This design comes from an exercise in tuning for small area and a short achievable clock period on the open sky130 flow, not from production work. Where RTL was checked, it was by simulation tests only, not by an equivalence proof against the original.

==> flow/design.v (excerpt) <==
module fdiv_stream (
    input wire clk,
    input wire rstn,
    input wire in_valid,
    input wire [31:0] in_x1,
    input wire [31:0] in_x2,
    output reg out_valid,
    output reg [31:0] out_y );
For scale: about 100 I/O pins, roughly 31000 sq um of cells after synthesis.
==> flow/config.mk <==
export PLATFORM = sky130hd
export DESIGN_NAME = fdiv_stream
export DESIGN_NICKNAME = fdiv_stream
export VERILOG_FILES = /design/flow/design.v
export SDC_FILE = /design/flow/constraint.sdc
export NUM_CORES = 4
export LEC_CHECK = 0
export CAP_MARGIN = 20
export CORE_MARGIN = 2
export CORE_UTILIZATION = 40
export SLEW_MARGIN = 20
==> flow/constraint.sdc <==
create_clock -name core_clock -period 170.0 [get_ports {clk}]
set_input_delay 34.0000 -clock core_clock [delete_from_list [all_inputs] [get_ports {clk}]]
set_output_delay 34.0000 -clock core_clock [all_outputs]
set_load 0.01 [all_outputs]
standard.sh (not shown) runs the stock make flow with config.mk's settings and CLKGATE_MAP_FILE= SYNTH_SCRIPT=/design/flow/synth_recipe.tcl, a recipe that flattens the netlist after the stock synthesis.
==> flow/flow/run.sh <==
#!/bin/bash
# Layout: the standard flow (standard.sh) with these changes.
# 1. Synthesis: Yosys's synth runs with -noabc, which skips only its generic
#    pre-mapping ABC pass, so the adder extraction sees the full adders with
#    the polarity the RTL writes them in instead of wrapped in inverters.
#    The final ABC mapping to the library uses an area-oriented script
#    (abc_area_map.script below: AIG rewriting with dc2/dch and the amap
#    area mapper, then ORFS's usual buffering and sizing steps) instead of
#    ORFS's delay-oriented abc_speed.script; every stage still has slack at
#    the clock period. The registers and the rest of synthesis are standard.
# 2. Port buffers: buffer_ports still buffers every input and output, with
#    sky130_fd_sc_hd__buf_1 instead of the delay cell it picks by default.
# 3. Clock tree: clkbuf_16 buffers, larger sink clusters, no dummy loads.
set -euo pipefail
cat > abc_area_map.script <<'ABC'
strash
dch -f
amap -m -F 2 -A 8
strash
dc2
dch -f
amap -m -F 2 -A 8
strash
dc2
dch -f
amap -m -F 2 -A 8
strash
dc2
dch -f
amap -m -F 2 -A 8
buffer -c
topo
stime -c
upsize -c
dnsize -c
ABC
{
  echo 'proc synth {args} { yosys synth -nofsm -noshare -noabc {*}$args }'
  echo 'proc abc {args} {'
  echo '  set i [lsearch -exact $args -script]'
  echo "  if {\$i >= 0} { lset args [expr {\$i + 1}] $PWD/abc_area_map.script }"
  echo '  yosys abc {*}$args'
  echo '}'
  tail -n +2 synth_recipe.tcl
} > synth_recipe_custom.tcl
head -1 synth_recipe.tcl | grep -q 'proc synth'
bash standard.sh SYNTH_SCRIPT="$PWD/synth_recipe_custom.tcl" \
  "BUFFER_PORTS_ARGS=-buffer_cell sky130_fd_sc_hd__buf_1" \
  "CTS_ARGS=-sink_clustering_enable -repair_clock_nets -buf_list sky130_fd_sc_hd__clkbuf_16 -sink_clustering_size 30 -sink_clustering_max_diameter 120 -dont_use_dummy_load" \
  finish > standard.log 2>&1
Edit:
--- a/flow/design.v
+++ b/flow/design.v
@@ -1174,25 +1174,28 @@
   wire        c_lo = ~t[25];
   function automatic carry25(input [24:0] x, input [24:0] y);
     integer i;
     begin
       carry25 = 1'b1;
       for (i = 0; i < 25; i = i + 1)
         carry25 = (x[i] & y[i]) | (x[i] & carry25) | (y[i] & carry25);
     end
   endfunction
   wire        c_hi = t[25] ^ carry25(t[24:0], ~{1'd0, bf});
-  wire [24:0] a;
-  fdiv_rca #(25) add_a (.x(qp), .y(~qn), .ci(1'b0), .s(a));
-  wire [24:0] inc = {1'b0, oh[23:1], oh[0] | c_hi};
+  wire [24:0] xb = ~qn;
+  wire [24:0] xo = {1'b0, oh};
+  wire [24:0] x_s = qp ^ xb ^ xo;
+  wire [24:0] x_c = {(qp[23:0] & xb[23:0]) | (qp[23:0] & xo[23:0]) | (xb[23:0] & xo[23:0]), 1'b0};
+  wire [24:0] x0;
+  fdiv_rca #(25) add_x (.x(x_s), .y(x_c), .ci(1'b0), .s(x0));
   wire [24:0] v;
-  fdiv_rca #(25) add_v (.x(a), .y(inc), .ci(c_lo), .s(v));
+  fdiv_rca #(25) add_v (.x(x0), .y({24'd0, c_hi}), .ci(c_lo), .s(v));
   wire [24:0] vm  = v & keep;
   wire [22:0] m   = v[24] ? vm[23:1] : vm[22:0];
   wire [8:0]  ec  = (z | ~v[24]) ? e : e + 9'd1;
   wire        inf = (ec == 9'd255);
   wire        dnm = ec[8] | (ec == 9'd0);
   assign y = {sg, dnm ? 8'd0 : inf ? 8'd255 : ec[7:0], (inf | dnm | z) ? 23'd0 : m};
 endmodule
 `default_nettype wire
 module fdiv_stream (
     input wire clk,
@@ -1248,47 +1251,47 @@
     wire [26:0] d6_s, d6_c; wire d6_n, d6_1, d6_2;
     fdiv_r4 d6 (.s(ws_1), .c(wc_1), .first(1'b0), .b(b_1), .s_o(d6_s), .c_o(d6_c), .qneg(d6_n), .q1(d6_1), .q2(d6_2));
     wire [26:0] d7_s, d7_c; wire d7_n, d7_1, d7_2;
     fdiv_r4 d7 (.s(d6_s), .c(d6_c), .first(1'b0), .b(b_1), .s_o(d7_s), .c_o(d7_c), .qneg(d7_n), .q1(d7_1), .q2(d7_2));
     wire [26:0] d8_s, d8_c; wire d8_n, d8_1, d8_2;
     fdiv_r4 d8 (.s(d7_s), .c(d7_c), .first(1'b0), .b(b_1), .s_o(d8_s), .c_o(d8_c), .qneg(d8_n), .q1(d8_1), .q2(d8_2));
     wire [26:0] d9_s, d9_c; wire d9_n, d9_1, d9_2;
     fdiv_r4 d9 (.s(d8_s), .c(d8_c), .first(1'b0), .b(b_1), .s_o(d9_s), .c_o(d9_c), .qneg(d9_n), .q1(d9_1), .q2(d9_2));
     wire [26:0] d10_s, d10_c; wire d10_n, d10_1, d10_2;
     fdiv_r4 d10 (.s(d9_s), .c(d9_c), .first(1'b0), .b(b_1), .s_o(d10_s), .c_o(d10_c), .qneg(d10_n), .q1(d10_1), .q2(d10_2));
-    wire [26:0] d11_s, d11_c; wire d11_n, d11_1, d11_2;
-    fdiv_r4 d11 (.s(d10_s), .c(d10_c), .first(1'b0), .b(b_1), .s_o(d11_s), .c_o(d11_c), .qneg(d11_n), .q1(d11_1), .q2(d11_2));
     reg v_2;
     reg s_2;
     reg z_2;
     reg [22:0] b_2;
     reg signed [5:0] g_2;
     reg [8:0] e_2;
     reg [26:0] ws_2;
     reg [26:0] wc_2;
-    reg [32:0] qd_2;
+    reg [29:0] qd_2;
     always @(posedge clk) begin
         if (~rstn) v_2 <= 1'b0; else v_2 <= v_1;
         s_2 <= s_1;
         z_2 <= z_1;
         b_2 <= b_1;
         g_2 <= g_1;
         e_2 <= e_1;
-        ws_2 <= d11_s;
-        wc_2 <= d11_c;
-        qd_2 <= {{{{{{qd_1, d6_n, d6_1, d6_2}, d7_n, d7_1, d7_2}, d8_n, d8_1, d8_2}, d9_n, d9_1, d9_2}, d10_n, d10_1, d10_2}, d11_n, d11_1, d11_2};
+        ws_2 <= d10_s;
+        wc_2 <= d10_c;
+        qd_2 <= {{{{{qd_1, d6_n, d6_1, d6_2}, d7_n, d7_1, d7_2}, d8_n, d8_1, d8_2}, d9_n, d9_1, d9_2}, d10_n, d10_1, d10_2};
     end
+    wire [26:0] d11_s, d11_c; wire d11_n, d11_1, d11_2;
+    fdiv_r4 d11 (.s(ws_2), .c(wc_2), .first(1'b0), .b(b_2), .s_o(d11_s), .c_o(d11_c), .qneg(d11_n), .q1(d11_1), .q2(d11_2));
     wire [26:0] d12_s, d12_c; wire d12_n, d12_1, d12_2;
-    fdiv_r4 d12 (.s(ws_2), .c(wc_2), .first(1'b0), .b(b_2), .s_o(d12_s), .c_o(d12_c), .qneg(d12_n), .q1(d12_1), .q2(d12_2));
+    fdiv_r4 d12 (.s(d11_s), .c(d11_c), .first(1'b0), .b(b_2), .s_o(d12_s), .c_o(d12_c), .qneg(d12_n), .q1(d12_1), .q2(d12_2));
     wire [26:0] d13_s, d13_c; wire d13_p, d13_n;
     fdiv_r2 d13 (.s(d12_s), .c(d12_c), .b(b_2), .s_o(d13_s), .c_o(d13_c), .qp(d13_p), .qn(d13_n));
-    wire [35:0] qd = {qd_2, d12_n, d12_1, d12_2};
+    wire [35:0] qd = {{qd_2, d11_n, d11_1, d11_2}, d12_n, d12_1, d12_2};
     wire [24:0] qp, qn;
     genvar gj;
     generate for (gj = 0; gj < 12; gj = gj + 1) begin : dig
         assign qp[2*gj+2] = qd[3*gj+0] & ~qd[3*gj+2];
         assign qp[2*gj+1] = qd[3*gj+1] & ~qd[3*gj+2];
         assign qn[2*gj+2] = qd[3*gj+0] & qd[3*gj+2];
         assign qn[2*gj+1] = qd[3*gj+1] & qd[3*gj+2];
     end endgenerate
     assign qp[0] = d13_p;
     assign qn[0] = d13_n;
The changed run ran to the end with no violations. Worst setup slack gains 0.073 ns. Final cell count rises by 1.5%. Via count rises by 1.7%. Fmax barely changes.
No functional check of the RTL was part of the first run of this note.

## static timing again, ports no longer ideal
The results above use ideal ports. As a check the final layouts listed here were re-extracted and re-timed, cells and wires unchanged. Step 1 sets driving cells, clkbuf_16 on the clock port and buf_2 on the other inputs (assumed; they add their load-dependent delay and slew). Step 2 also shifts input and output timing later by t, the mid clock arrival at the registers, as if the neighbouring blocks saw the same clock. Three values: no drivers, after step 1, after step 2; two values: the first two.
run | t (ns) | slack for setup (ns) | pins driven straight from the clock port
the first run | 0.562 | 134.879 / 134.879 / 134.879 | 1
the second run | 0.564 | 134.952 / 134.894 / 135.457 | 1
After both steps every run listed still meets setup and hold.
